Background: an optimization exercise with open tools, aiming at small area. Do not read the settings as production practice.
Function was checked by simulation only, so behaviour that the tests miss may differ from the original.
No activity file was given, so power comes from the tool's default toggle rates.

===== flow/design.v =====
module preprocessor(input [15:0] x, input acc, output [15:0] r);
  reg [16:0] y, ea, eb;
  reg [18:0] A, aa, ab, Pm;
  reg [19:0] Q, qa, qb;
  reg [25:0] m, ma, mb;
  reg s, pos, neg, c;
  integer i;
  always @* begin
    s = x[15];
    pos = ~x[15] & x[14];
    neg = x[15] & (~x[14] | ~|x[13:0]);
    ea = {x[15], x};
    eb = {{16{neg}}, pos | neg};
    c = 1'b0;
    for (i = 0; i < 17; i = i + 1) begin
      y[i] = ea[i] ^ eb[i] ^ c;
      c = (ea[i] & eb[i]) | (c & (ea[i] ^ eb[i]));
    end
    aa = {{2{y[16]}}, y};
    ab = {y[16], y, 1'b0};
    A[0] = y[0];
    c = 1'b1;
    for (i = 1; i < 19; i = i + 1) begin
      A[i] = aa[i] ^ ab[i] ^ c;
      c = (aa[i] & ab[i]) | (c & (aa[i] ^ ab[i]));
    end
    Pm = acc ? A : {y[16], y, 1'b1, 1'b0};
    qa = {y[16], y[16], y, 3'b000};
    qb = acc ? {{3{y[16]}}, y} : {y[16], y, s, s};
    c = 1'b0;
    for (i = 0; i < 20; i = i + 1) begin
      Q[i] = qa[i] ^ qb[i] ^ c;
      c = (qa[i] & qb[i]) | (c & (qa[i] ^ qb[i]));
    end
    ma = {Pm, 7'b0};
    mb = ~{{6{Q[19]}}, Q};
    c = ~s;
    for (i = 0; i < 26; i = i + 1) begin
      m[i] = ma[i] ^ mb[i] ^ c;
      c = (ma[i] & mb[i]) | (c & (ma[i] ^ mb[i]));
    end
  end
  assign r = m[24:9];
endmodule
`timescale 1ns / 1ps
module attitude_estimation(
    input clk,
    input reset,
    output SCLK,
    output MOSI,
    input  MISO_G,
    output SS_G,
    input  MISO_A,
    output SS_A,
    output [15:0] gyro_x,
    output [15:0] gyro_y,
    output [15:0] accl_x,
    output [15:0] accl_y,
    output [15:0] accl_z
    );
    reg [3:0] c; reg [2:0] j; reg [2:0] k;
    wire gyro = ~k[2] & ~k[1];
    wire accl = (k == 2) | (k == 3) | (k == 4);
    wire ovh = j[2];
    wire c15 = &c;
    always @(posedge clk)
        if (reset) begin c <= 4'd12; j <= 3'd4; k <= 3'd7; end
        else begin
            c <= (c15 & (j == 3)) ? 4'd12 : c + 4'd1;
            if (c15) begin
                case (j)
                  0: j <= gyro ? 3'd2 : 3'd1;
                  1: j <= 3'd2;
                  2: j <= 3'd3;
                  3: j <= 3'd4;
                  default: j <= 3'd0;
                endcase
                if (ovh) k <= (k == 4 || k == 7) ? 3'd0 : k + 3'd1;
            end
        end
    wire act = ~ovh | (c == 12);
    assign SS_G = ~(gyro & act);
    assign SS_A = ~(accl & act);
    assign SCLK = c[0] & ~ovh;
    wire [2:0] bi = c[3:1];
    assign MOSI = (j == 0) & ((bi == 6 & (k == 0 | k == 2 | k == 4)) | (bi == 5 & (k == 1 | k == 3 | k == 4)) | (bi == 3 & ~gyro));
    wire sample = ~ovh & j[1] & ~c[0];
    wire wb = (c == 14) & ovh;
    wire upd = wb & (k == 4);
    wire acc = ~gyro;
    reg [16:0] rw;
    always @(posedge clk)
        rw <= {rw[15:0], sample ? (gyro ? MISO_G : MISO_A) : rw[16]};
    wire [15:0] x = {rw[0], rw[15], rw[13], rw[11], rw[9], rw[7], rw[5], rw[3],
                     rw[16], rw[14], rw[12], rw[10], rw[8], rw[6], rw[4], rw[2]};
    wire [15:0] r;
    preprocessor pp (.x(x), .acc(acc), .r(r));
    reg [63:0] rp;
    wire [63:0] rpn;
    genvar g;
    generate for (g = 0; g < 64; g = g + 1) begin : ring
        if ((g % 16) < 4)
            assign rpn[g] = wb ? r[4*(g/16) + g%16] : rp[(g + 63) % 64];
        else
            assign rpn[g] = rp[(g + 63) % 64];
    end endgenerate
    always @(posedge clk) rp <= rpn;
    wire [15:0] p0, p1, p2, p3;
    generate for (g = 0; g < 16; g = g + 1) begin : pk
        assign p0[g] = rp[(16*(g/4) + g%4 + 255) % 64];
        assign p1[g] = rp[(16*(g/4) + g%4 + 203) % 64];
        assign p2[g] = rp[(16*(g/4) + g%4 + 135) % 64];
        assign p3[g] = rp[(16*(g/4) + g%4 + 67) % 64];
    end endgenerate
    wire ld = upd & ~reset;
    wire hd = ~upd & ~reset;
    reg [79:0] O;
    always @(posedge clk)
        O <= ({p0, p1, p2, p3, r} & {80{ld}}) | (O & {80{hd}});
    assign {gyro_x, gyro_y, accl_x, accl_y, accl_z} = O;
endmodule

===== flow/constraint.sdc =====
create_clock -name core_clock -period 16.0 [get_ports {clk}]
set_input_delay 3.2000 -clock core_clock [delete_from_list [all_inputs] [get_ports {clk}]]
set_output_delay 3.2000 -clock core_clock [all_outputs]
set_load 0.01 [all_outputs]

===== flow/config.mk =====
export PLATFORM = sky130hd
export DESIGN_NAME = attitude_estimation
export DESIGN_NICKNAME = attitude_estimation
export VERILOG_FILES = /design/flow/design.v
export SDC_FILE = /design/flow/constraint.sdc
export NUM_CORES = 4
export LEC_CHECK = 0
export CAP_MARGIN = 20
export CORE_MARGIN = 2
export CORE_UTILIZATION = 70
export CTS_BUF_LIST = sky130_fd_sc_hd__clkbuf_8
export CTS_CLUSTER_DIAMETER = 150
export CTS_CLUSTER_SIZE = 40
export PLACE_DENSITY = 0.8
export SLEW_MARGIN = 20

===== flow/run.sh =====
#!/bin/bash
# synth_recipe.tcl (not shown) runs the flow's synth.tcl, then flattens the netlist and writes it again
# the make line also repeats each setting of config.mk as NAME=value (left out here)
make -C /OpenROAD-flow-scripts/flow DESIGN_CONFIG=/design/flow/config.mk WORK_HOME=/design/flow/orfs CLKGATE_MAP_FILE= SYNTH_SCRIPT=/design/flow/synth_recipe.tcl finish

==> summary.txt, run 1 <==
CP Depth: 37
Critical path capture point type: flip-flop
Final hold vios: 0
Core area: 9280 µm²
Critical Path Start Type: flip-flop
Detailed Routing Iterations Pass 1: 5
Worst skew pair latency: 0.44 ns
Worst Reg-to-Reg Cells: 37
Final Util: 0.867
Clk buf depth: 2
Setup TNS: 0 ns
Worst IR Drop VDD: 107 µV
Top-area cell type share of the netlist area: 0.507
Mean Syn Cell Area: 12.6 µm²
Post-CTS Hold Buffers: 0
Yosys warns: 2
Hold WC Path Type: reg -> reg
Synth unique cells: 42
Layout Cells excl Fill: 758
Pre-CTS WS: 3.43 ns
DP Cell Count: 726
Post-detailed-routing wire length: 14,300 µm
Most instantiated cells after synthesis: dfxtp_1 (171), a22o_1 (77), fa_1 (59)
Largest net degree at the start of global routing: 81
RSZ-0062 raised after global routing: no
Crit Path Max Fanout: 5
Clock-pin slew on the worst setup and hold paths: 0.10 ns
Cell taking the most area after synthesis: dfxtp_1
Worst r2r dst: rp[51]
Mapped Nets: 613
Vias in the first global route: 4,446
Slew of the pin with the lowest slew margin: 0.827 ns
Max-slew headroom: 0.449
Port Buffers: 87
Most frequent cell after synthesis: dfxtp_1
CTS sink count: 171
Outcome: finished clean
GPL Wtd Cong: 0.873
Lkg Pwr: 0.00318 µW
Initial Util: 0.727
Top_reg_cell synth: dfxtp_1
Layout area overhead: 19.3%
Crit share post-route: 0.794
CTS Root Cell: clkbuf_8
Clock Skew: 0.0140 ns
Critical Path Max Stage Delay: 0.54 ns
Initial antenna violation count: 0
H-tree depth: 4
Fraction of layout cells with a size suffix above 1: 0.0874
Fraction of registers with async set/reset: 0
Num rows: 35
Setup violators final: 0
CP most frequent cell: fa_1
Final min period: 12.71 ns
Die Ht: 102 µm
Hold Path Origin: rw[1]
Max frequency: 78.7 MHz
Top delay family on crit path: adder cells
Worst path arrival time: 13.05 ns
Final ANT Viol Nets: 0
Bufs and invs on worst path: 3
Inserted Clock Buffers: 17
DRC Markers: 0
Final #Nets: 694
Via-to-Cell Ratio: 5.75
Hold depth: 0
Flop2flop setup slack: 3.29 ns
Overall power: 843 µW
Avg WL per Cell: 18.9 µm
Die width: 102 µm
Antenna Cells: 0
Req. time, crit path: 16.34 ns
Main area contributors after synthesis: dfxtp_1 (51%), fa_1 (18%), a22o_1 (10%)
Die ar.: 10,400 µm²
Crit-path slowest cell: fa_1
Number of synthesized flops with an enable pin: 0
Sequential-to-total area share from yosys stat: 0.507
Syn Std Cell Area: 6750 µm²
Io pins: 88
Max-cap violations: 0
Power Dens Cells: 105 nW/µm²
Total GRT Usage: 0.298
Slew Viols, Final: 0
Post-CTS Setup Inserts: 0
Dpl hpwl: 9540 µm
First-pass GRT wire length: 23,400 µm
Final WS setup: 3.29 ns
TritonCTS clock tree: done
Synth Register Bits: 171
DR iter-0 viols: 237
Hold path endpoint: rw[2]
Vias: 4,355
FF-to-FF Start: rw[10]
Post-cts resize count: 0
Mapped Cells: 535
Total grt overflow: 0
Setup Crit Path Kind: reg -> reg
==> metal layers <==
metal	global-route usage	vias to the layer above	wire, µm
met1	0.389	2190	6040
met4	0.0779	0	97
met2	0.504	138	7400
li1	-	2016	-
met3	0.0759	11	788
met5	0	-	0
==> stage by stage <==
step / area, µm² / hold WS (ns)
after floorplan: 6750 / 0.310
after global placement: 7620 / 0.314
after detailed placement: 7620 / 0.318
after CTS: 8050 / 0.340
after global routing: 8050 / 0.344
final: 8050 / 0.336
==> layout by cell type, fill, tap and decap left out, types with 4 or more instances in the layout <==
| master | Yosys | final |
|---|---|---|
| clkbuf_8 | 0 | 18 |
| clkdlybuf4s50_1 | 0 | 87 |
| clkinvlp_4 | 0 | 4 |
| o21ai_0 | 14 | 14 |
| mux2i_1 | 10 | 10 |
| a21oi_1 | 16 | 16 |
| fa_1 | 59 | 59 |
| nand2_1 | 22 | 22 |
| inv_6 | 0 | 4 |
| and2_1 | 5 | 5 |
| dfxtp_1 | 171 | 171 |
| nor4_1 | 5 | 5 |
| inv_1 | 38 | 38 |
| a22o_1 | 77 | 77 |
| nor2_1 | 24 | 24 |
| a211o_1 | 4 | 4 |
| ha_1 | 15 | 15 |
| mux2_2 | 13 | 13 |
==> worst max path at each step <==
stage                start     end  slack (ns)
floorplan           rw[10]  rp[51]        4.04
global placement    rw[16]  rp[51]        3.86
detailed placement  rw[10]  rp[51]        3.43
CTS                 rw[10]  rp[51]        3.31
global route        rw[10]  rp[51]        2.68
finish              rw[10]  rp[51]        3.29
==> power breakdown <==
part	internal [µW]	switching (µW)
combinational	13.7	14.8
clock	149	168
sequential	470	27.8
total	633	210
==> sequential cells by signal (all words and copies together), names as in the netlist <==
signal and cells:
j 3, rw 17, k 3, O 80, c 4, rp 64
==> cells by family (layout without fill, tap and decap cells) <==
| family | after synthesis | count (layout) | synth area share |
|---|---|---|---|
| fa+ha+maj | 74 | 74 | 0.203 |
| xor+xnor | 4 | 4 | 0.00519 |
| buf+inv | 66 | 160 | 0.0499 |
| simple gates | 71 | 71 | 0.0523 |
| compound gates | 126 | 126 | 0.146 |
| flops | 171 | 171 | 0.507 |
| mux | 23 | 23 | 0.0365 |
==> cell type report <==
type,instances,area [µm²]
Sequential cell,171,3420
Multi-Input combinational cell,298,3000
Fill cell,453,1230
Timing Repair Buffer,90,893
Clock buffer,18,248
Clock inverter,14,180
Tap cell,129,161
Inverter,38,143
==> inputs of run 2 (changes only) <==
--- a/flow/config.mk
+++ b/flow/config.mk
@@ -11,4 +11,2 @@
 export CTS_BUF_LIST = sky130_fd_sc_hd__clkbuf_8
-export CTS_CLUSTER_DIAMETER = 150
-export CTS_CLUSTER_SIZE = 40
 export PLACE_DENSITY = 0.8
==> summary.txt, run 2 <==
Worst skew pair latency: 0.44 ns
Clk buf depth: 2
Post-cts resize count: 0
Num rows: 35
Max frequency: 78.7 MHz
Largest net degree at the start of global routing: 81
Detailed Routing Iterations Pass 1: 5
Fraction of layout cells with a size suffix above 1: 0.0874
Final min period: 12.71 ns
H-tree depth: 4
Sequential-to-total area share from yosys stat: 0.507
Dpl hpwl: 9540 µm
Die width: 102 µm
Layout area overhead: 19.3%
Worst IR Drop VDD: 107 µV
Largest register FFs: 80
Mean Syn Cell Area: 12.6 µm²
Clock Skew: 0.0140 ns
CP most frequent cell: fa_1
RSZ-0062 raised after global routing: no
Reg with most FFs: O
Die Ht: 102 µm
Most instantiated cells after synthesis: dfxtp_1 (171), a22o_1 (77), fa_1 (59)
Commonest non-fill, non-tap cell in the layout: dfxtp_1
Syn Std Cell Area: 6750 µm²
Final ANT Viol Nets: 0
Number of synthesized flops with an enable pin: 0
Critical path capture point type: flip-flop
Post-CTS Hold Buffers: 0
Outcome: finished clean
TritonCTS clock tree: done
Req. time, crit path: 16.34 ns
Power Dens Cells: 105 nW/µm²
Critical Path Max Stage Delay: 0.54 ns
Total grt overflow: 0
Fin Hold WS: 0.336 ns
Initial Util: 0.727
Initial antenna violation count: 0
CTS Root Cell: clkbuf_8
Vias: 4,355
Avg WL per Cell: 18.9 µm
Die ar.: 10,400 µm²
Post-detailed-routing wire length: 14,300 µm
Critical Path Start Type: flip-flop
Final hold vios: 0
Mapped Nets: 613
Lkg Pwr: 0.00318 µW
Final #Nets: 694
Slew Viols, Final: 0
Via-to-Cell Ratio: 5.75
Post-CTS Setup Inserts: 0
Cell taking the most area after synthesis: dfxtp_1
Setup violators final: 0
Setup TNS: 0 ns
GPL Wtd Cong: 0.873
Crit Path Max Fanout: 5
Inserted Clock Buffers: 17
Clock-pin slew on the worst setup and hold paths: 0.10 ns
Crit share post-route: 0.794
Setup Crit Path Kind: reg -> reg
Antenna Cells: 0
Most frequent cell after synthesis: dfxtp_1
Vias in the first global route: 4,446
Io pins: 88
CTS sink count: 171
Crit-path slowest cell: fa_1
Synth unique cells: 42
Max-cap violations: 0
Top-area cell type share of the netlist area: 0.507
Largest regs: O: 80 flops, rp: 64 flops, rw: 17 flops
Top_reg_cell synth: dfxtp_1
Fraction of registers with async set/reset: 0
DRC Markers: 0
Final WS setup: 3.29 ns
Hold WC Path Type: reg -> reg
Synth Register Bits: 171
First-pass GRT wire length: 23,400 µm
DR iter-0 viols: 237
Main area contributors after synthesis: dfxtp_1 (51%), fa_1 (18%), a22o_1 (10%)
Max-slew headroom: 0.449
Worst path arrival time: 13.05 ns
Mapped Cells: 535
Total GRT Usage: 0.298
Slew of the pin with the lowest slew margin: 0.827 ns
Yosys warns: 2
Port Buffers: 87
Pre-CTS WS: 3.43 ns
Core area: 9280 µm²
Most frequent cells in the layout: dfxtp_1 (171), clkdlybuf4s50_1 (87), a22o_1 (77)
run 2: cell counts in the layout (fill, tap and decap cells not counted):
Identical to the previous run, type by type.
run 2: where the power goes:
group          internal (µW)  switching, µW  total (µW)
clock                    149            168         317
sequential               470           27.8         498
combinational           13.7           14.8        28.4
run 2: routing by layer:
| layer | GRT usage | wire length [µm] | vias up |
|---|---|---|---|
| met2 | 0.504 | 7400 | 138 |
| met3 | 0.0759 | 788 | 11 |
| met1 | 0.389 | 6040 | 2190 |
| met5 | 0 | 0 | - |
| met4 | 0.0779 | 97 | 0 |
| li1 | - | - | 2016 |
run 2: path summary, 6_finish.rpt:
kind                              from     end  slack, ns  cells past startpoint
worst max-delay path            rw[10]  rp[51]       3.29                     37
worst min-delay path             rw[1]   rw[2]       0.34                      0
worst max register to register  rw[10]  rp[51]       3.29                     37
worst min register to register   rw[1]   rw[2]       0.34                      0
run 2: critical path, delay by kind of cell (launching register included):
| family | cells | cell delay, ns |
|---|---|---|
| DFF | 1 | 0.42 |
| and+or+nand+nor | 3 | 0.36 |
| adders and majority gates | 26 | 10.40 |
| xor gates and xnor gates | 2 | 0.31 |
| muxes | 1 | 0.27 |
| buffers and inverters | 3 | 0.23 |
| AOI/OAI and AO/OA | 2 | 0.63 |
run 2: per-stage QoR:
step | instances | power (µW) | cell area (µm²) | util
floorplan | 535 | 520 | 6750 | -
global placement | 726 | 530 | 7620 | 0.820
detailed placement | 726 | 533 | 7620 | 0.820
CTS | 758 | 846 | 8050 | 0.867
global route | 758 | 872 | 8050 | 0.867
finish | 758 | 843 | 8050 | 0.867
run 2: area by class of cell:
type                            count  area (µm²)
Clock buffer                       18         248
Clock inverter                     14         180
Fill cell                         453        1230
Inverter                           38         143
Multi-Input combinational cell    298        3000
Sequential cell                   171        3420
Tap cell                          129         161
Timing Repair Buffer               90         893
run 2: cell families (layout without fill, tap and decap cells):
| family | count (synthesis) | count (layout) | share of synthesized area |
|---|---|---|---|
| and+or+nand+nor | 71 | 71 | 0.0523 |
| AOI/OAI and AO/OA | 126 | 126 | 0.146 |
| xor gates and xnor gates | 4 | 4 | 0.00519 |
| buffers and inverters | 66 | 160 | 0.0499 |
| DFF | 171 | 171 | 0.507 |
| adders and majority gates | 74 | 74 | 0.203 |
| muxes | 23 | 23 | 0.0365 |
==> inputs of run 3 (changes only) <==
--- a/flow/design.v
+++ b/flow/design.v
@@ -60,5 +60,4 @@
     );
-    reg [3:0] c; reg [2:0] j; reg [2:0] k;
-    wire gyro = ~k[2] & ~k[1];
-    wire accl = (k == 2) | (k == 3) | (k == 4);
+    reg [3:0] c; reg [2:0] j; reg a, b1, b2;
+    wire gyro = ~a & (b1 | b2);
     wire ovh = j[2];
@@ -66,3 +65,3 @@
     always @(posedge clk)
-        if (reset) begin c <= 4'd12; j <= 3'd4; k <= 3'd7; end
+        if (reset) begin c <= 4'd12; j <= 3'd4; {a, b1, b2} <= 3'b000; end
         else begin
@@ -77,3 +76,9 @@
                 endcase
-                if (ovh) k <= (k == 4 || k == 7) ? 3'd0 : k + 3'd1;
+                if (ovh) case ({a, b1, b2})
+                  3'b010: {a, b1, b2} <= 3'b001;
+                  3'b001: {a, b1, b2} <= 3'b110;
+                  3'b110: {a, b1, b2} <= 3'b101;
+                  3'b101: {a, b1, b2} <= 3'b111;
+                  default: {a, b1, b2} <= 3'b010;
+                endcase
             end
@@ -82,13 +87,13 @@
     assign SS_G = ~(gyro & act);
-    assign SS_A = ~(accl & act);
+    assign SS_A = ~(a & act);
     assign SCLK = c[0] & ~ovh;
     wire [2:0] bi = c[3:1];
-    assign MOSI = (j == 0) & ((bi == 6 & (k == 0 | k == 2 | k == 4)) | (bi == 5 & (k == 1 | k == 3 | k == 4)) | (bi == 3 & ~gyro));
+    assign MOSI = (j == 0) & ((bi == 6 & b1) | (bi == 5 & b2) | (bi == 3 & a));
     wire sample = ~ovh & j[1] & ~c[0];
     wire wb = (c == 14) & ovh;
-    wire upd = wb & (k == 4);
-    wire acc = ~gyro;
+    wire upd = wb & a & b1 & b2;
+    wire acc = a;
     reg [16:0] rw;
     always @(posedge clk)
-        rw <= {rw[15:0], sample ? (gyro ? MISO_G : MISO_A) : rw[16]};
+        rw <= {rw[15:0], sample ? (a ? MISO_A : MISO_G) : rw[16]};
     wire [15:0] x = {rw[0], rw[15], rw[13], rw[11], rw[9], rw[7], rw[5], rw[3],
==> flow/flow/run.sh (new file) <==
#!/bin/bash
# Standard layout, except: port buffers use the smallest buffer cell, and
# clock tree synthesis inserts no dummy loads.
set -euo pipefail
export BUFFER_PORTS_ARGS="-buffer_cell sky130_fd_sc_hd__buf_1"
export CTS_ARGS="-sink_clustering_enable -repair_clock_nets -dont_use_dummy_load -buf_list sky130_fd_sc_hd__clkbuf_8 -sink_clustering_size 30 -sink_clustering_max_diameter 80"
bash standard.sh finish > standard_finish.log 2>&1
==> flow/standard.sh (new file) <==
#!/bin/bash
# synth_recipe.tcl (not shown) runs the flow's synth.tcl, then flattens the netlist and writes it again
# the make line also repeats each setting of config.mk as NAME=value (left out here)
make -C /OpenROAD-flow-scripts/flow DESIGN_CONFIG=/design/flow/config.mk WORK_HOME=/design/flow/orfs CLKGATE_MAP_FILE= SYNTH_SCRIPT=/design/flow/synth_recipe.tcl "${@:-finish}"
removed: flow/run.sh
==> summary.txt, run 3 <==
Clock-pin slew on the worst setup and hold paths: 0.09 ns
Mean Syn Cell Area: 12.3 µm²
Yosys warns: 2
CTS Root Cell: clkbuf_8
Port Buffers: 87
Inserted Clock Buffers: 17
Mapped Nets: 617
Critical path capture point type: flip-flop
Switching share of power: 0.229
Crit share post-route: 0.776
Power Dens Cells: 102 nW/µm²
Clk buf depth: 2
Total grt overflow: 0
Overall power: 740 µW
Req. time, crit path: 16.30 ns
Main area contributors after synthesis: dfxtp_1 (51%), fa_1 (18%), a22o_1 (10%)
Initial Util: 0.723
Most frequent cells in the layout: dfxtp_1 (171), buf_1 (87), a22o_1 (77)
Top_reg_cell synth: dfxtp_1
Total GRT Usage: 0.259
First-pass GRT wire length: 20,500 µm
Critical Path Max Stage Delay: 0.56 ns
Dpl hpwl: 9130 µm
TritonCTS clock tree: done
Mapped Cells: 545
Crit Path Max Fanout: 8
Antenna Cells: 0
Fraction of registers with async set/reset: 0
Crit-path slowest cell: fa_1
CTS sink count: 171
Post-CTS Setup Inserts: 0
Synth unique cells: 46
Final #Nets: 698
DRC Markers: 0
Fillers: 610
Post-detailed-routing wire length: 12,900 µm
Layout Cells excl Fill: 753
Int Pwr: 571 µW
Cell taking the most area after synthesis: dfxtp_1
Worst IR Drop VDD: 60.7 µV
Vias in the first global route: 4,157
Final ANT Viol Nets: 0
Final min period: 12.41 ns
Final WS setup: 3.59 ns
Logic gate share of total power: 0.034
Commonest non-fill, non-tap cell in the layout: dfxtp_1
Max frequency: 80.6 MHz
Clock Power Share: 0.300
Worst path arrival time: 12.71 ns
Hold WC Path Type: reg -> reg
Sequential fraction of design power: 0.666
GPL Wtd Cong: 0.868
Largest net degree at the start of global routing: 81
Die Ht: 102 µm
Setup Crit Path Kind: reg -> reg
Initial antenna violation count: 0
Slew Viols, Final: 0
Post-CTS Hold Buffers: 0
Critical Path Start Type: flip-flop
Largest regs: O: 80 flops, rp: 64 flops, rw: 17 flops
Core area: 9280 µm²
DP Cell Count: 736
Die width: 102 µm
DR iter-0 viols: 181
H-tree depth: 4
Pre-CTS WS: 3.55 ns
Top-area cell type share of the netlist area: 0.510
Max-cap violations: 0
Post-cts resize count: 0
Max-slew headroom: 0.414
Most frequent cell after synthesis: dfxtp_1
Syn Std Cell Area: 6710 µm²
Synth Register Bits: 171
Lkg Pwr: 0.00287 µW
Outcome: finished clean
Setup violators final: 0
Num rows: 35
Slew of the pin with the lowest slew margin: 0.876 ns
Vias: 4,314
Setup TNS: 0 ns
Clock Skew: 0.0343 ns
Number of synthesized flops with an enable pin: 0
CP most frequent cell: fa_1
Sequential-to-total area share from yosys stat: 0.510
Die ar.: 10,400 µm²
Most instantiated cells after synthesis: dfxtp_1 (171), a22o_1 (77), fa_1 (59)
Io pins: 88
Reg with most FFs: O
Largest register FFs: 80
Detailed Routing Iterations Pass 1: 4
Avg WL per Cell: 17.1 µm
Fraction of layout cells with a size suffix above 1: 0.0497
Via-to-Cell Ratio: 5.73
RSZ-0062 raised after global routing: no
Net switching power figure: 170 µW
Final hold vios: 0
Layout area overhead: 8.35%
Worst skew pair latency: 0.44 ns
## run 3: per-stage QoR
step / hold slack (ns) / utilization / cell area [µm²]
finish: 0.320 / 0.783 / 7270
global placement: 0.328 / 0.758 / 7040
floorplan: 0.310 / - / 6710
global route: 0.338 / 0.783 / 7270
CTS: 0.324 / 0.783 / 7270
detailed placement: 0.313 / 0.758 / 7040
## run 3: cell families (layout without fill, tap and decap cells)
group | Yosys count | after routing | share of synthesized area
compound gates | 124 | 124 | 0.145
xor+xnor | 4 | 4 | 0.00522
fa+ha+maj | 68 | 68 | 0.193
buf+inv | 66 | 145 | 0.0507
flops | 171 | 171 | 0.510
mux | 19 | 19 | 0.0287
simple gates | 93 | 93 | 0.0671
## run 3: worst max-delay path: cells and delay by family (launching register included)
kind            cells  cell delay [ns]
compound gates      1             0.11
fa+ha+maj          26            10.27
xor+xnor            2             0.33
buf+inv             3             0.22
mux                 2             0.62
flops               1             0.47
simple gates        1             0.25
## run 3: area by class of cell
cell class	instances	area [µm²]	area share
multi-input combinational	308	2960	0.407
clock buffer	17	234	0.0322
inverter	37	139	0.0191
tap	129	161	0.0222
sequential	171	3420	0.471
timing repair buffer	91	357	0.0490
## run 3: power by group through the flow
stage	Sequential, µW	Clock (µW)	Combinational (µW)
2_1_floorplan	491	0	23.4
3_3_place_gp	500	0	24.2
3_5_place_dp	501	0	25.2
4_1_cts	492	227	25.5
5_1_grt	496	244	29.6
6_report	493	222	25.4
## run 3: path summary, 6_finish.rpt
check	from	end	slack, ns	cells after the start
max	rw[0]	rp[51]	3.59	35
min	rp[53]	rp[54]	0.32	0
max reg2reg	rw[0]	rp[51]	3.59	35
min reg2reg	rp[53]	rp[54]	0.32	0
## run 3: layer usage
| metal | share of wire | global-route usage | routed length [µm] | vias up |
|---|---|---|---|---|
| li1 | - | - | - | 2030 |
| met5 | 0 | 0 | 0 | - |
| met2 | 0.51 | 0.434 | 6520 | 101 |
| met3 | 0.041 | 0.0616 | 522 | 22 |
| met4 | 0.019 | 0.102 | 242 | 0 |
| met1 | 0.43 | 0.328 | 5590 | 2161 |
==> inputs of run 4 (changes only) <==
==> flow/flow/run.sh (replaced) <==
#!/bin/bash
# Standard layout, except: port buffers use the smallest buffer cell, and
# clock tree synthesis inserts no dummy loads.
set -euo pipefail
export BUFFER_PORTS_ARGS="-buffer_cell sky130_fd_sc_hd__buf_1"
export CTS_ARGS="-sink_clustering_enable -repair_clock_nets -dont_use_dummy_load -buf_list \"sky130_fd_sc_hd__clkbuf_4 sky130_fd_sc_hd__clkbuf_8\""
bash standard.sh finish > standard_finish.log 2>&1
==> summary.txt, run 4 <==
Outcome: finished clean
Largest regs: O: 80 flops, rp: 64 flops, rw: 17 flops
Max frequency: 80.6 MHz
Initial antenna violation count: 0
Max-cap violations: 0
Port Buffers: 87
Final WS setup: 3.59 ns
Synth unique cells: 46
Avg WL per Cell: 17.1 µm
Synth Area in Simple Gates: 0.0671
Vias in the first global route: 4,157
DR iter-0 viols: 181
RSZ-0062 raised after global routing: no
Fillers: 610
Via-to-Cell Ratio: 5.73
Cell taking the most area after synthesis: dfxtp_1
Slew Viols, Final: 0
Compound-cell area share of the yosys netlist: 0.145
Crit-path slowest cell: fa_1
Setup TNS: 0 ns
Max-slew headroom: 0.414
Mapped Cells: 545
Mapped Nets: 617
XOR/XNOR Fraction of Synth Area: 0.00522
Post-cts resize count: 0
Worst Reg-to-Reg Cells: 35
Critical Path Start Type: flip-flop
M2 GR Usage: 0.434
Number of synthesized flops with an enable pin: 0
Area taken by multi-input logic gates: 2960 µm²
Vias: 4,314
Final hold vios: 0
Lkg Pwr: 0.00287 µW
DRC Markers: 0
Post-Synth Adder-Cell Area: 0.193
CTS Root Cell: clkbuf_8
Hold depth: 0
Io pins: 88
Hold WC Path Type: reg -> reg
TritonCTS clock tree: done
Die width: 102 µm
Synth Register Bits: 171
Top-area cell type share of the netlist area: 0.510
Largest register FFs: 80
Hold Path Origin: rp[53]
Die ar.: 10,400 µm²
Yosys warns: 2
First-pass GRT wire length: 20,500 µm
Fraction of layout cells with a size suffix above 1: 0.0497
Mean Syn Cell Area: 12.3 µm²
Detailed Routing Iterations Pass 1: 4
CP most frequent cell: fa_1
Initial Util: 0.723
Busiest grt layer: met2
Worst path arrival time: 12.71 ns
Power Dens Cells: 102 nW/µm²
FF+latch area: 3420 µm²
Reg with most FFs: O
Total GRT Usage: 0.259
Core area: 9280 µm²
Fraction of registers with async set/reset: 0
Layout area overhead: 8.35%
Largest net degree at the start of global routing: 81
Hold path endpoint: rp[54]
Met1 usage: 0.328
Clk buf depth: 2
Clock Skew: 0.0343 ns
Mux contribution to synthesized area: 0.0287
Post-CTS Hold Buffers: 0
Worst IR Drop VDD: 60.7 µV
Req. time, crit path: 16.30 ns
Critical path capture point type: flip-flop
FF-to-FF Start: rw[0]
Crit share post-route: 0.776
Inserted Clock Buffers: 17
Sequential-to-total area share from yosys stat: 0.510
Flop2flop setup slack: 3.59 ns
Most frequent cell after synthesis: dfxtp_1
Die Ht: 102 µm
Most frequent cells in the layout: dfxtp_1 (171), buf_1 (87), a22o_1 (77)
Critical Path Max Stage Delay: 0.56 ns
Clock-pin slew on the worst setup and hold paths: 0.09 ns
Final #Nets: 698
Main area contributors after synthesis: dfxtp_1 (51%), fa_1 (18%), a22o_1 (10%)
Final min period: 12.41 ns
Antenna Cells: 0
Post-detailed-routing wire length: 12,900 µm
Worst skew pair latency: 0.44 ns
Met3 Use GR: 0.0616
Crit Path Max Fanout: 8
Worst r2r dst: rp[51]
Largest family of logic cells by synthesized area: adder cells
Top_reg_cell synth: dfxtp_1
H-tree depth: 4
Num rows: 35
Post-CTS Setup Inserts: 0
GPL Wtd Cong: 0.868
Final ANT Viol Nets: 0
CTS sink count: 171
Setup Crit Path Kind: reg -> reg
Pre-CTS WS: 3.55 ns
Most instantiated cells after synthesis: dfxtp_1 (171), a22o_1 (77), fa_1 (59)
Commonest non-fill, non-tap cell in the layout: dfxtp_1
Critical path launch point: rw[0]
Syn Std Cell Area: 6710 µm²
Dpl hpwl: 9130 µm
Setup violators final: 0
Total grt overflow: 0
Slew of the pin with the lowest slew margin: 0.876 ns
## run 4: cell counts after synthesis
Identical to the previous run, type by type.
## run 4: critical path: cells and delay by family (launching register included)
kind	cells	cell delay (ns)
AO/OA/AOI/OAI	1	0.11
XOR/XNOR	2	0.33
adder cells (fa/ha/maj)	26	10.27
buffers and inverters	3	0.22
flip-flops	1	0.47
multiplexers	2	0.62
AND/OR/NAND/NOR	1	0.25
## run 4: per-layer routing
metal  vias to the layer above  part of all wire
li1                       2030                 -
met1                      2161              0.43
met2                       101              0.51
met3                        22             0.041
met4                         0             0.019
met5                         -                 0
## run 4: per-stage QoR
stage	area, µm²	total power, µW	hold WS (ns)	instances	utilization
final	7270	740	0.320	753	0.783
after global routing	7270	770	0.338	753	0.783
after CTS	7270	745	0.324	753	0.783
after detailed placement	7040	527	0.313	736	0.758
after global placement	7040	524	0.328	736	0.758
after floorplan	6710	515	0.310	545	-
## run 4: cell type report
cell class / instances / area share
Clock buffer: 17 / 0.0322
Inverter: 37 / 0.0191
Multi-Input combinational cell: 308 / 0.407
Sequential cell: 171 / 0.471
Tap cell: 129 / 0.0222
Timing Repair Buffer: 91 / 0.0490
## run 4: report_power, final
group / switching (µW) / internal (µW)
sequential: 25.2 / 468
combinational: 16.5 / 8.93
clock: 128 / 94.0
## run 4: how the worst max path moves through the flow
stage	end	slack, ns	cells after the start
2_1_floorplan	rp[51]	3.37	35
3_3_place_gp	rp[51]	3.84	36
3_5_place_dp	rp[51]	3.55	35
4_1_cts	rp[51]	3.51	36
5_1_grt	rp[51]	3.07	36
6_report	rp[51]	3.59	35
## run 4: cell families after synthesis
group                      after synthesis
AOI/OAI and AO/OA                      124
buffers and inverters                   66
and+or+nand+nor                         93
xor gates and xnor gates                 4
adders and majority gates               68
muxes                                   19
DFF                                    171
==> inputs of run 5 (changes only) <==
==> flow/flow/run.sh (replaced) <==
#!/bin/bash
# Standard layout, except: port buffers use the smallest buffer cell, and
# clock tree synthesis inserts no dummy loads.
set -euo pipefail
export BUFFER_PORTS_ARGS="-buffer_cell sky130_fd_sc_hd__buf_1"
export CTS_ARGS="-sink_clustering_enable -repair_clock_nets -dont_use_dummy_load -buf_list sky130_fd_sc_hd__clkbuf_16 -sink_buffer_max_cap_derate 1.0"
bash standard.sh finish > standard_finish.log 2>&1
==> summary.txt, run 5 <==
Outcome: finished clean
Initial Util: 0.723
Most frequent cell after synthesis: dfxtp_1
Top-area cell type share of the netlist area: 0.510
DRC Markers: 0
Setup violators final: 0
Top_reg_cell synth: dfxtp_1
Sequential-to-total area share from yosys stat: 0.510
Critical Path Max Stage Delay: 0.58 ns
RSZ-0062 raised after global routing: no
Crit Path Max Fanout: 8
CTS sink count: 171
Worst path arrival time: 12.70 ns
Antenna Cells: 0
Most frequent cells in the layout: dfxtp_1 (171), buf_1 (87), a22o_1 (77)
Yosys warns: 2
Final ANT Viol Nets: 0
Mean Syn Cell Area: 12.3 µm²
Mapped Cells: 545
Port Buffers: 87
Max frequency: 80.5 MHz
Clock Skew: 0.0220 ns
Via-to-Cell Ratio: 5.79
First-pass GRT wire length: 21,700 µm
GPL Wtd Cong: 0.868
Initial antenna violation count: 0
Commonest non-fill, non-tap cell in the layout: dfxtp_1
Placed inst area: 7040 µm²
Post-CTS Hold Buffers: 0
CP most frequent cell: fa_1
DR iter-0 viols: 171
Number of synthesized flops with an enable pin: 0
Die Ht: 102 µm
Inserted Clock Buffers: 17
Vias: 4,358
Total GRT Usage: 0.274
CTS Root Cell: clkbuf_16
Total grt overflow: 0
Power Dens Cells: 113 nW/µm²
Avg WL per Cell: 18.0 µm
Max-slew headroom: 0.386
Die ar.: 10,400 µm²
Crit share post-route: 0.776
Synth unique cells: 46
Final #Nets: 698
H-tree depth: 4
Vias in the first global route: 4,327
TritonCTS clock tree: done
Post-cts resize count: 0
Top delay family on crit path: adder cells
Req. time, crit path: 16.28 ns
Fraction of layout cells with a size suffix above 1: 0.0497
Largest net degree at the start of global routing: 81
Main area contributors after synthesis: dfxtp_1 (51%), fa_1 (18%), a22o_1 (10%)
Most instantiated cells after synthesis: dfxtp_1 (171), a22o_1 (77), fa_1 (59)
Mapped Nets: 617
Lkg Pwr: 0.00296 µW
Slew of the pin with the lowest slew margin: 0.918 ns
Synth Register Bits: 171
Worst skew pair latency: 0.41 ns
Hold WC Path Type: reg -> reg
Syn Std Cell Area: 6710 µm²
Detailed Routing Iterations Pass 1: 4
Fraction of registers with async set/reset: 0
Die width: 102 µm
Pre-CTS WS: 3.55 ns
Setup Crit Path Kind: reg -> reg
Worst IR Drop VDD: 66.5 µV
Clock-pin slew on the worst setup and hold paths: 0.05 ns
Dpl hpwl: 9130 µm
Io pins: 88
Critical Path Start Type: flip-flop
Num rows: 35
Clk buf depth: 2
Setup TNS: 0 ns
Final hold vios: 0
Cell taking the most area after synthesis: dfxtp_1
Critical path capture point type: flip-flop
Max-cap violations: 0
Largest regs: O: 80 flops, rp: 64 flops, rw: 17 flops
Post-detailed-routing wire length: 13,600 µm
Crit-path slowest cell: fa_1
Reg with most FFs: O
Largest register FFs: 80
Final WS setup: 3.58 ns
Bufs and invs on worst path: 3
Post-CTS Setup Inserts: 0
Slew Viols, Final: 0
Core area: 9280 µm²
Layout area overhead: 11.2%
Final min period: 12.42 ns
Post-route cell area: 7460 µm²
run 5: path summary, 6_finish.rpt:
path	from	to	slack, ns	cells after the start
min	rw[1]	rw[2]	0.32	0
min reg2reg	rw[1]	rw[2]	0.32	0
max	rw[0]	rp[51]	3.58	35
max reg2reg	rw[0]	rp[51]	3.58	35
run 5: area by class of cell:
cell class                      instances  area (µm²)
Fill cell                             553        1820
Tap cell                              129         161
Timing Repair Buffer                   91         357
Clock buffer                           17         425
Multi-Input combinational cell        308        2960
Inverter                               37         139
Sequential cell                       171        3420
run 5: kinds of logic (layout without fill, tap and decap cells):
group,Yosys count,after routing,synth area share
buffers and inverters,66,145,0.0507
AO/OA/AOI/OAI,124,124,0.145
XOR/XNOR,4,4,0.00522
adder cells (fa/ha/maj),68,68,0.193
multiplexers,19,19,0.0287
AND/OR/NAND/NOR,93,93,0.0671
flip-flops,171,171,0.510
run 5: per-layer routing:
| metal | track usage | routed length [µm] |
|---|---|---|
| met2 | 0.473 | 7020 |
| met5 | 0 | 0 |
| met3 | 0.0643 | 583 |
| met4 | 0.0985 | 333 |
| met1 | 0.339 | 5630 |
run 5: where the power goes:
part	total (µW)	switching [µW]	internal, µW
combinational	26.2	17.3	8.95
clock	327	142	185
sequential	494	25.6	468
total	847	185	662
run 5: stage by stage:
stage	cells	hold WS [ns]	utilization	total power [µW]
4_1_cts	753	0.326	0.804	850
5_1_grt	753	0.342	0.804	876
6_report	753	0.325	0.804	847
2_1_floorplan	545	0.310	-	515
3_3_place_gp	736	0.328	0.758	524
3_5_place_dp	736	0.313	0.758	527
==> inputs of run 6 (changes only) <==
==> flow/flow/run.sh (replaced) <==
#!/bin/bash
# Standard layout, except: port buffers use the smallest buffer cell, and
# clock tree synthesis inserts no dummy loads.
set -euo pipefail
export BUFFER_PORTS_ARGS="-buffer_cell sky130_fd_sc_hd__buf_1"
export CTS_ARGS="-sink_clustering_enable -repair_clock_nets -dont_use_dummy_load -buf_list sky130_fd_sc_hd__clkbuf_8 -sink_buffer_max_cap_derate 1.0"
bash standard.sh finish > standard_finish.log 2>&1
==> summary.txt, run 6 <==
Die Ht: 102 µm
Die ar.: 10,400 µm²
FF-to-FF Start: rw[0]
Max frequency: 80.6 MHz
H-tree depth: 4
Post-detailed-routing wire length: 12,900 µm
Hold WC Path Type: reg -> reg
CTS sink count: 171
Critical path capture point type: flip-flop
Mapped Cells: 545
Largest regs: O: 80 flops, rp: 64 flops, rw: 17 flops
Critical Path Max Stage Delay: 0.56 ns
Switching share of power: 0.229
Largest net degree at the start of global routing: 81
Most instantiated cells after synthesis: dfxtp_1 (171), a22o_1 (77), fa_1 (59)
DRC Markers: 0
Power Dens Cells: 102 nW/µm²
Fraction of layout cells with a size suffix above 1: 0.0497
Compound-cell area share of the yosys netlist: 0.145
GPL Wtd Cong: 0.868
RSZ-0062 raised after global routing: no
Lkg Pwr: 0.00287 µW
Critical Path Start Type: flip-flop
Yosys warns: 2
Final Util: 0.783
Inserted Clock Buffers: 17
Vias: 4,314
Final WS setup: 3.59 ns
Slew of the pin with the lowest slew margin: 0.876 ns
Crit-path slowest cell: fa_1
Total GRT Usage: 0.259
Bufs and invs on worst path: 3
Port Buffers: 87
Slew Viols, Final: 0
Initial antenna violation count: 0
Sequential fraction of design power: 0.666
Die width: 102 µm
Cell taking the most area after synthesis: dfxtp_1
Io pins: 88
Logic gate share of total power: 0.034
Commonest non-fill, non-tap cell in the layout: dfxtp_1
Mean Syn Cell Area: 12.3 µm²
Core area: 9280 µm²
XOR/XNOR Fraction of Synth Area: 0.00522
Top_reg_cell synth: dfxtp_1
Top delay family on crit path: adder cells
Post-Synth Adder-Cell Area: 0.193
Hold Path Origin: rp[53]
DR iter-0 viols: 181
Worst skew pair latency: 0.44 ns
Dpl hpwl: 9130 µm
Setup Crit Path Kind: reg -> reg
Detailed Routing Iterations Pass 1: 4
Clock Power Share: 0.300
Worst IR Drop VDD: 60.7 µV
DP Cell Count: 736
Most frequent cells in the layout: dfxtp_1 (171), buf_1 (87), a22o_1 (77)
Antenna Cells: 0
CP most frequent cell: fa_1
Clock Skew: 0.0343 ns
Reg with most FFs: O
Via-to-Cell Ratio: 5.73
Largest register FFs: 80
Number of synthesized flops with an enable pin: 0
Clock-pin slew on the worst setup and hold paths: 0.09 ns
Syn Std Cell Area: 6710 µm²
Post-route cell area: 7270 µm²
Num rows: 35
Final #Nets: 698
Worst path arrival time: 12.71 ns
Pre-CTS WS: 3.55 ns
Placed inst area: 7040 µm²
Top-area cell type share of the netlist area: 0.510
CTS Root Cell: clkbuf_8
Critical path launch point: rw[0]
Clk buf depth: 2
Max-slew headroom: 0.414
Req. time, crit path: 16.30 ns
Vias in the first global route: 4,157
Total grt overflow: 0
Setup TNS: 0 ns
Post-CTS Setup Inserts: 0
Fraction of registers with async set/reset: 0
Crit Path Max Fanout: 8
Synth Register Bits: 171
Crit share post-route: 0.776
Final min period: 12.41 ns
Main area contributors after synthesis: dfxtp_1 (51%), fa_1 (18%), a22o_1 (10%)
Avg WL per Cell: 17.1 µm
Post-cts resize count: 0
Most frequent cell after synthesis: dfxtp_1
Post-CTS Hold Buffers: 0
Largest family of logic cells by synthesized area: adder cells
Initial Util: 0.723
Synth unique cells: 46
TritonCTS clock tree: done
Net switching power figure: 170 µW
Mux contribution to synthesized area: 0.0287
Final ANT Viol Nets: 0
Layout area overhead: 8.35%
Layout Cells excl Fill: 753
First-pass GRT wire length: 20,500 µm
Final hold vios: 0
Outcome: finished clean
Sequential-to-total area share from yosys stat: 0.510
Mapped Nets: 617
Int Pwr: 571 µW
Setup violators final: 0
Max-cap violations: 0
Synth Area in Simple Gates: 0.0671
==> run 6: cell counts after synthesis <==
Identical to the previous run, type by type.
==> run 6: area by class of cell <==
cell class / count / area, µm²
Sequential cell: 171 / 3420
Tap cell: 129 / 161
Timing Repair Buffer: 91 / 357
Fill cell: 610 / 2010
Multi-Input combinational cell: 308 / 2960
Clock buffer: 17 / 234
Inverter: 37 / 139
==> run 6: cells by family (layout without fill, tap and decap cells) <==
kind of cell / count (synthesis) / after routing
compound gates: 124 / 124
fa+ha+maj: 68 / 68
simple gates: 93 / 93
mux: 19 / 19
xor+xnor: 4 / 4
flops: 171 / 171
buf+inv: 66 / 145
==> run 6: routing by layer <==
| layer | track usage | vias to the layer above | wire (µm) |
|---|---|---|---|
| met5 | 0 | - | 0 |
| met4 | 0.102 | 0 | 242 |
| met3 | 0.0616 | 22 | 522 |
| met2 | 0.434 | 101 | 6520 |
| met1 | 0.328 | 2161 | 5590 |
| li1 | - | 2030 | - |
==> run 6: worst paths after layout <==
| kind | cells past startpoint | slack (ns) | endpoint |
|---|---|---|---|
| setup / recovery | 35 | 3.59 | rp[51] |
| hold / removal | 0 | 0.32 | rp[54] |
| setup reg to reg | 35 | 3.59 | rp[51] |
| hold reg to reg | 0 | 0.32 | rp[54] |
==> run 6: power groups by stage <==
stage / registers (µW) / clock network [µW] / logic (µW)
after CTS: 492 / 227 / 25.5
after detailed placement: 501 / 0 / 25.2
after floorplan: 491 / 0 / 23.4
after global placement: 500 / 0 / 24.2
after global routing: 496 / 244 / 29.6
final: 493 / 222 / 25.4
==> run 6: per-stage QoR <==
| stage | power, µW | hold WS [ns] |
|---|---|---|
| finish | 740 | 0.320 |
| global route | 770 | 0.338 |
| CTS | 745 | 0.324 |
| detailed placement | 527 | 0.313 |
| global placement | 524 | 0.328 |
| floorplan | 515 | 0.310 |
==> inputs of run 7 (changes only) <==
==> flow/flow/run.sh (replaced) <==
#!/bin/bash
# Standard layout, except: port buffers use the smallest buffer cell, and
# clock tree synthesis inserts no dummy loads.
set -euo pipefail
export BUFFER_PORTS_ARGS="-buffer_cell sky130_fd_sc_hd__buf_1"
export CTS_ARGS="-repair_clock_nets -dont_use_dummy_load -buf_list sky130_fd_sc_hd__clkbuf_8"
bash standard.sh finish > standard_finish.log 2>&1
==> summary.txt, run 7 <==
Clock-pin slew on the worst setup and hold paths: 0.09 ns
Die Ht: 102 µm
Largest register FFs: 80
DR iter-0 viols: 181
GPL Wtd Cong: 0.868
Inserted Clock Buffers: 17
Sequential-to-total area share from yosys stat: 0.510
Critical Path Max Stage Delay: 0.56 ns
Synth Register Bits: 171
Num rows: 35
Die width: 102 µm
Number of synthesized flops with an enable pin: 0
Antenna Cells: 0
Max-slew headroom: 0.414
Req. time, crit path: 16.30 ns
Fillers: 610
Most frequent cell after synthesis: dfxtp_1
Overall power: 740 µW
Worst IR Drop VDD: 60.7 µV
Fraction of layout cells with a size suffix above 1: 0.0497
Clk buf depth: 2
Worst skew pair latency: 0.44 ns
Final min period: 12.41 ns
Mean Syn Cell Area: 12.3 µm²
Worst path arrival time: 12.71 ns
Initial antenna violation count: 0
Slew of the pin with the lowest slew margin: 0.876 ns
Mapped Nets: 617
TritonCTS clock tree: done
Yosys warns: 2
Critical Path Start Type: flip-flop
Critical path capture point type: flip-flop
Core area: 9280 µm²
Top_reg_cell synth: dfxtp_1
Fraction of registers with async set/reset: 0
H-tree depth: 4
Max frequency: 80.6 MHz
Detailed Routing Iterations Pass 1: 4
Post-detailed-routing wire length: 12,900 µm
Most instantiated cells after synthesis: dfxtp_1 (171), a22o_1 (77), fa_1 (59)
Synth unique cells: 46
Vias in the first global route: 4,157
Main area contributors after synthesis: dfxtp_1 (51%), fa_1 (18%), a22o_1 (10%)
Lkg Pwr: 0.00287 µW
Setup Crit Path Kind: reg -> reg
Die ar.: 10,400 µm²
Top delay family on crit path: adder cells
Via-to-Cell Ratio: 5.73
Total grt overflow: 0
Mapped Cells: 545
Largest net degree at the start of global routing: 81
Outcome: finished clean
Final hold vios: 0
Largest regs: O: 80 flops, rp: 64 flops, rw: 17 flops
RSZ-0062 raised after global routing: no
Cell taking the most area after synthesis: dfxtp_1
Avg WL per Cell: 17.1 µm
CTS sink count: 171
Final ANT Viol Nets: 0
Vias: 4,314
CTS Root Cell: clkbuf_8
Top-area cell type share of the netlist area: 0.510
Setup violators final: 0
Post-cts resize count: 0
Clock Skew: 0.0343 ns
Final #Nets: 698
First-pass GRT wire length: 20,500 µm
Initial Util: 0.723
Max-cap violations: 0
Total GRT Usage: 0.259
Reg with most FFs: O
Post-CTS Setup Inserts: 0
Crit-path slowest cell: fa_1
Io pins: 88
Crit Path Max Fanout: 8
Crit share post-route: 0.776
Commonest non-fill, non-tap cell in the layout: dfxtp_1
Syn Std Cell Area: 6710 µm²
Layout area overhead: 8.35%
Bufs and invs on worst path: 3
Setup TNS: 0 ns
Slew Viols, Final: 0
Port Buffers: 87
Most frequent cells in the layout: dfxtp_1 (171), buf_1 (87), a22o_1 (77)
Power Dens Cells: 102 nW/µm²
DRC Markers: 0
CP most frequent cell: fa_1
Hold WC Path Type: reg -> reg
Dpl hpwl: 9130 µm
Post-CTS Hold Buffers: 0
-- run 7: cell counts in the layout (fill, tap and decap cells not counted) --
Identical to the previous run, type by type.
-- run 7: final cells by class --
cell class | instances | area (µm²) | share of cell area
Clock buffer | 17 | 234 | 0.0322
Sequential cell | 171 | 3420 | 0.471
Multi-Input combinational cell | 308 | 2960 | 0.407
Inverter | 37 | 139 | 0.0191
Timing Repair Buffer | 91 | 357 | 0.0490
Tap cell | 129 | 161 | 0.0222
-- run 7: metrics by stage --
step                      hold WS, ns  utilization  setup slack, ns  instances  instance area (µm²)
after floorplan                 0.310            -             3.37        545                 6710
after global placement          0.328        0.758             3.84        736                 7040
after detailed placement        0.313        0.758             3.55        736                 7040
after CTS                       0.324        0.783             3.51        753                 7270
after global routing            0.338        0.783             3.07        753                 7270
final                           0.320        0.783             3.59        753                 7270
-- run 7: final timing paths --
kind,startpoint,endpoint,slack (ns),depth (start not counted)
max,rw[0],rp[51],3.59,35
min,rp[53],rp[54],0.32,0
max reg2reg,rw[0],rp[51],3.59,35
min reg2reg,rp[53],rp[54],0.32,0
-- run 7: logic make-up after synthesis --
kind of cell | synth area share
AOI/OAI and AO/OA | 0.145
xor gates and xnor gates | 0.00522
adders and majority gates | 0.193
buffers and inverters | 0.0507
DFF | 0.510
muxes | 0.0287
and+or+nand+nor | 0.0671
-- run 7: per-layer routing --
layer / global-route usage / vias up / part of all wire
li1: - / 2030 / -
met1: 0.328 / 2161 / 0.43
met2: 0.434 / 101 / 0.51
met3: 0.0616 / 22 / 0.041
met4: 0.102 / 0 / 0.019
met5: 0 / - / 0
-- run 7: power breakdown --
group	leakage (µW)	total [µW]	switching (µW)	internal, µW
clock	0.000122	222	128	94.0
combinational	0.00135	25.4	16.5	8.93
sequential	0.00139	493	25.2	468
total	0.00287	740	170	571
-- run 7: worst reg2reg max path: cells and delay by family (launching register included) --
family	cells	cell delay, ns
xor+xnor	2	0.33
flops	1	0.47
fa+ha+maj	26	10.28
compound gates	1	0.11
buf+inv	3	0.22
mux	2	0.62
simple gates	1	0.25
==> inputs of run 8 (changes only) <==
==> flow/flow/run.sh (replaced) <==
#!/bin/bash
# Standard layout, except: port buffers use the smallest buffer cell, and
# clock tree synthesis inserts no dummy loads.
set -euo pipefail
export BUFFER_PORTS_ARGS="-buffer_cell sky130_fd_sc_hd__buf_1"
export CTS_ARGS="-sink_clustering_enable -repair_clock_nets -dont_use_dummy_load -buf_list sky130_fd_sc_hd__clkbuf_8 -sink_clustering_size 30 -sink_clustering_max_diameter 80 -sink_clustering_levels 1"
bash standard.sh finish > standard_finish.log 2>&1
==> summary.txt, run 8 <==
Crit-path slowest cell: fa_1
Antenna Cells: 0
Vias in the first global route: 4,157
Placed inst area: 7040 µm²
Max-slew headroom: 0.414
DR iter-0 viols: 181
Port Buffers: 87
Most frequent cells in the layout: dfxtp_1 (171), buf_1 (87), a22o_1 (77)
Final #Nets: 698
Flop2flop setup slack: 3.59 ns
GPL Wtd Cong: 0.868
Layout Cells excl Fill: 753
Avg WL per Cell: 17.1 µm
Layout area overhead: 8.35%
CTS Root Cell: clkbuf_8
Syn Std Cell Area: 6710 µm²
Detailed Routing Iterations Pass 1: 4
RSZ-0062 raised after global routing: no
Post-route cell area: 7270 µm²
Mapped Nets: 617
Reg with most FFs: O
Clock Skew: 0.0343 ns
Worst IR Drop VDD: 60.7 µV
Setup Crit Path Kind: reg -> reg
Final ANT Viol Nets: 0
Setup TNS: 0 ns
Slew Viols, Final: 0
Worst path arrival time: 12.71 ns
TritonCTS clock tree: done
Final Util: 0.783
Lkg Pwr: 0.00287 µW
Num rows: 35
DP Cell Count: 736
Critical Path Max Stage Delay: 0.56 ns
Post-CTS Setup Inserts: 0
Worst skew pair latency: 0.44 ns
First-pass GRT wire length: 20,500 µm
Most instantiated cells after synthesis: dfxtp_1 (171), a22o_1 (77), fa_1 (59)
Power Dens Cells: 102 nW/µm²
Outcome: finished clean
Most frequent cell after synthesis: dfxtp_1
Crit share post-route: 0.776
CTS sink count: 171
Setup violators final: 0
Clock-pin slew on the worst setup and hold paths: 0.09 ns
Total GRT Usage: 0.259
Via-to-Cell Ratio: 5.73
Inserted Clock Buffers: 17
Clk buf depth: 2
Cell taking the most area after synthesis: dfxtp_1
Hold WC Path Type: reg -> reg
Max frequency: 80.6 MHz
Max-cap violations: 0
Crit Path Max Fanout: 8
Slew of the pin with the lowest slew margin: 0.876 ns
Post-cts resize count: 0
Main area contributors after synthesis: dfxtp_1 (51%), fa_1 (18%), a22o_1 (10%)
Post-detailed-routing wire length: 12,900 µm
Fin Hold WS: 0.320 ns
Initial Util: 0.723
Fraction of layout cells with a size suffix above 1: 0.0497
Synth Register Bits: 171
Die ar.: 10,400 µm²
Mean Syn Cell Area: 12.3 µm²
Dpl hpwl: 9130 µm
Yosys warns: 2
Io pins: 88
DRC Markers: 0
Core area: 9280 µm²
Largest regs: O: 80 flops, rp: 64 flops, rw: 17 flops
Commonest non-fill, non-tap cell in the layout: dfxtp_1
Initial antenna violation count: 0
Final hold vios: 0
Number of synthesized flops with an enable pin: 0
Largest net degree at the start of global routing: 81
Mapped Cells: 545
Top-area cell type share of the netlist area: 0.510
Die width: 102 µm
Fraction of registers with async set/reset: 0
Synth unique cells: 46
Final min period: 12.41 ns
Die Ht: 102 µm
Total grt overflow: 0
CP most frequent cell: fa_1
Sequential-to-total area share from yosys stat: 0.510
Post-CTS Hold Buffers: 0
Critical path capture point type: flip-flop
Vias: 4,314
Largest register FFs: 80
Critical Path Start Type: flip-flop
H-tree depth: 4
Req. time, crit path: 16.30 ns
Top_reg_cell synth: dfxtp_1
-- run 8: final timing paths --
check	startpoint	endpoint	cells after the start
min	rp[53]	rp[54]	0
max reg2reg	rw[0]	rp[51]	35
max	rw[0]	rp[51]	35
min reg2reg	rp[53]	rp[54]	0
-- run 8: cell families after synthesis --
| group | count (synthesis) | share of synthesized area |
|---|---|---|
| buffers and inverters | 66 | 0.0507 |
| AOI/OAI and AO/OA | 124 | 0.145 |
| muxes | 19 | 0.0287 |
| DFF | 171 | 0.510 |
| xor gates and xnor gates | 4 | 0.00522 |
| adders and majority gates | 68 | 0.193 |
| and+or+nand+nor | 93 | 0.0671 |
-- run 8: layout make-up --
type / instances / area [µm²]
sequential: 171 / 3420
multi-input combinational: 308 / 2960
fill: 610 / 2010
timing repair buffer: 91 / 357
clock buffer: 17 / 234
tap: 129 / 161
inverter: 37 / 139
-- run 8: per-stage QoR --
step / setup slack, ns / total power [µW]
6_report: 3.59 / 740
5_1_grt: 3.07 / 770
4_1_cts: 3.51 / 745
3_5_place_dp: 3.55 / 527
3_3_place_gp: 3.84 / 524
2_1_floorplan: 3.37 / 515
-- run 8: layer usage --
metal	wire, µm	global-route usage	vias up
met5	0	0	-
met4	242	0.102	0
met3	522	0.0616	22
met2	6520	0.434	101
met1	5590	0.328	2161
li1	-	-	2030
-- run 8: where the power goes --
part | internal, µW | switching [µW] | total, µW
clock | 94.0 | 128 | 222
sequential | 468 | 25.2 | 493
combinational | 8.93 | 16.5 | 25.4
total | 571 | 170 | 740
-- run 8: worst max-delay path: cells and delay by family (launching register included) --
family          cells  cell delay [ns]
simple gates        1             0.25
flops               1             0.47
compound gates      1             0.11
fa+ha+maj          26            10.27
buf+inv             3             0.22
xor+xnor            2             0.33
mux                 2             0.62
==> inputs of run 9 (changes only) <==
==> flow/flow/run.sh (replaced) <==
#!/bin/bash
# Standard layout, except: port buffers use the smallest buffer cell, and
# clock tree synthesis inserts no dummy loads.
set -euo pipefail
export BUFFER_PORTS_ARGS="-buffer_cell sky130_fd_sc_hd__buf_1"
export CTS_ARGS="-sink_clustering_enable -repair_clock_nets -dont_use_dummy_load -buf_list sky130_fd_sc_hd__clkbuf_8"
bash standard.sh finish > standard_finish.log 2>&1
==> summary.txt, run 9 <==
Clock-pin slew on the worst setup and hold paths: 0.09 ns
Core area: 9280 µm²
Synth Area in Simple Gates: 0.0671
Critical Path Start Type: flip-flop
Slew of the pin with the lowest slew margin: 0.876 ns
Final hold vios: 0
Main area contributors after synthesis: dfxtp_1 (51%), fa_1 (18%), a22o_1 (10%)
Crit Path Max Fanout: 8
Outcome: finished clean
Layout area overhead: 8.35%
Syn Std Cell Area: 6710 µm²
Compound-cell area share of the yosys netlist: 0.145
Post-cts resize count: 0
Largest regs: O: 80 flops, rp: 64 flops, rw: 17 flops
Via-to-Cell Ratio: 5.73
Mean Syn Cell Area: 12.3 µm²
Die Ht: 102 µm
Clock Skew: 0.0343 ns
Post-detailed-routing wire length: 12,900 µm
Lkg Pwr: 0.00287 µW
Total grt overflow: 0
Hold WC Path Type: reg -> reg
Most frequent cell after synthesis: dfxtp_1
Req. time, crit path: 16.30 ns
RSZ-0062 raised after global routing: no
Mux contribution to synthesized area: 0.0287
Die ar.: 10,400 µm²
Total GRT Usage: 0.259
Final #Nets: 698
Clk buf depth: 2
TritonCTS clock tree: done
Cell taking the most area after synthesis: dfxtp_1
Final min period: 12.41 ns
CTS sink count: 171
Slew Viols, Final: 0
DR iter-0 viols: 181
Layout Cells excl Fill: 753
Worst skew pair latency: 0.44 ns
Largest net degree at the start of global routing: 81
Fraction of registers with async set/reset: 0
Power Dens Cells: 102 nW/µm²
Synth Register Bits: 171
Mapped Cells: 545
Yosys warns: 2
Setup TNS: 0 ns
Number of synthesized flops with an enable pin: 0
Most instantiated cells after synthesis: dfxtp_1 (171), a22o_1 (77), fa_1 (59)
Mapped Nets: 617
XOR/XNOR Fraction of Synth Area: 0.00522
Vias in the first global route: 4,157
Inserted Clock Buffers: 17
Final ANT Viol Nets: 0
Worst path arrival time: 12.71 ns
Dpl hpwl: 9130 µm
First-pass GRT wire length: 20,500 µm
Max-slew headroom: 0.414
Setup violators final: 0
Fin Hold WS: 0.320 ns
Crit share post-route: 0.776
GPL Wtd Cong: 0.868
Sequential-to-total area share from yosys stat: 0.510
Top-area cell type share of the netlist area: 0.510
Num rows: 35
Initial antenna violation count: 0
Most frequent cells in the layout: dfxtp_1 (171), buf_1 (87), a22o_1 (77)
Io pins: 88
Top_reg_cell synth: dfxtp_1
CTS Root Cell: clkbuf_8
Initial Util: 0.723
Largest register FFs: 80
Max-cap violations: 0
Fillers: 610
Worst IR Drop VDD: 60.7 µV
Setup Crit Path Kind: reg -> reg
Antenna Cells: 0
Reg with most FFs: O
Synth unique cells: 46
CP most frequent cell: fa_1
Avg WL per Cell: 17.1 µm
Die width: 102 µm
Critical Path Max Stage Delay: 0.56 ns
Crit-path slowest cell: fa_1
H-tree depth: 4
Fraction of layout cells with a size suffix above 1: 0.0497
Post-CTS Setup Inserts: 0
Largest family of logic cells by synthesized area: adder cells
Detailed Routing Iterations Pass 1: 4
Overall power: 740 µW
Commonest non-fill, non-tap cell in the layout: dfxtp_1
Post-Synth Adder-Cell Area: 0.193
Critical path capture point type: flip-flop
DRC Markers: 0
Port Buffers: 87
Vias: 4,314
Max frequency: 80.6 MHz
Post-CTS Hold Buffers: 0
DP Cell Count: 736
==> run 9: cell counts in the layout (fill, tap and decap cells not counted) <==
No cell type changed its count.
==> run 9: power breakdown <==
group / internal [µW] / switching [µW] / total (µW)
clock network: 94.0 / 128 / 222
logic: 8.93 / 16.5 / 25.4
registers: 468 / 25.2 / 493
total: 571 / 170 / 740
==> run 9: per-layer routing <==
metal | vias to the layer above | track usage | routed length, µm
met4 | 0 | 0.102 | 242
li1 | 2030 | - | -
met3 | 22 | 0.0616 | 522
met1 | 2161 | 0.328 | 5590
met5 | - | 0 | 0
met2 | 101 | 0.434 | 6520
==> run 9: final cells by class <==
class | count | area (µm²) | area share
flip-flops and latches | 171 | 3420 | 0.471
clock buffers | 17 | 234 | 0.0322
inverters | 37 | 139 | 0.0191
repair buffers | 91 | 357 | 0.0490
well taps | 129 | 161 | 0.0222
multi-input cells | 308 | 2960 | 0.407
==> run 9: final timing paths <==
kind / start / to / slack [ns] / cells after the start
hold reg to reg: rp[53] / rp[54] / 0.32 / 0
setup reg to reg: rw[0] / rp[51] / 3.59 / 35
setup / recovery: rw[0] / rp[51] / 3.59 / 35
hold / removal: rp[53] / rp[54] / 0.32 / 0
==> run 9: stage by stage <==
stage | cell area [µm²] | utilization | setup slack, ns
floorplan | 6710 | - | 3.37
global placement | 7040 | 0.758 | 3.84
detailed placement | 7040 | 0.758 | 3.55
CTS | 7270 | 0.783 | 3.51
global route | 7270 | 0.783 | 3.07
finish | 7270 | 0.783 | 3.59
==> run 9: kinds of logic after synthesis <==
kind of cell / count (synthesis)
xor gates and xnor gates: 4
and+or+nand+nor: 93
DFF: 171
AOI/OAI and AO/OA: 124
muxes: 19
adders and majority gates: 68
buffers and inverters: 66
==> run 9: critical path, delay by kind of cell (launching register included) <==
| kind | cells | cell delay [ns] |
|---|---|---|
| flip-flops | 1 | 0.47 |
| buffers and inverters | 3 | 0.22 |
| AND/OR/NAND/NOR | 1 | 0.25 |
| multiplexers | 2 | 0.62 |
| XOR/XNOR | 2 | 0.33 |
| AO/OA/AOI/OAI | 1 | 0.11 |
| adder cells (fa/ha/maj) | 26 | 10.27 |

what the ideal ports hide:
In the flow no input, the clock included, has a driving cell. The finished layouts below were timed again as built, in two steps.
Step 1 (the two cells are an assumption about what drives the block):
set clk [get_ports {clk}]
set_driving_cell -lib_cell sky130_fd_sc_hd__clkbuf_16 $clk
set_driving_cell -lib_cell sky130_fd_sc_hd__buf_2 [delete_from_list [all_inputs] $clk]
Step 2, shift: input delay + t, output delay - t, t = (earliest + latest rising clock arrival at the registers) / 2. This alone moves slack from input paths to output paths.
a / b / c = no drivers / after step 1 / after step 2; a / b = the first two.
| run | t (ns) | slack for setup (ns) | latest minus earliest clock arrival (ns) | worst slew at a driven data input, ns |
|---|---|---|---|---|
| run 1 | 0.470 | 3.290 / 3.290 / 3.290 | 0.017 / 0.017 | 0.04 |
| run 2 | 0.470 | 3.290 / 3.290 / 3.290 | 0.017 / 0.017 | 0.04 |
| run 3 | 0.462 | 3.590 / 3.590 / 3.590 | 0.035 / 0.035 | 0.03 |
| run 4 | 0.462 | 3.590 / 3.590 / 3.590 | 0.035 / 0.035 | 0.03 |
| run 5 | 0.442 | 3.578 / 3.578 / 3.578 | 0.024 / 0.023 | 0.03 |
| run 6 | 0.462 | 3.590 / 3.590 / 3.590 | 0.035 / 0.035 | 0.03 |
| run 7 | 0.462 | 3.590 / 3.590 / 3.590 | 0.035 / 0.035 | 0.03 |
| run 8 | 0.462 | 3.590 / 3.590 / 3.590 | 0.035 / 0.035 | 0.03 |
| run 9 | 0.462 | 3.590 / 3.590 / 3.590 | 0.035 / 0.035 | 0.03 |
After both steps setup and hold are still met in every run listed.
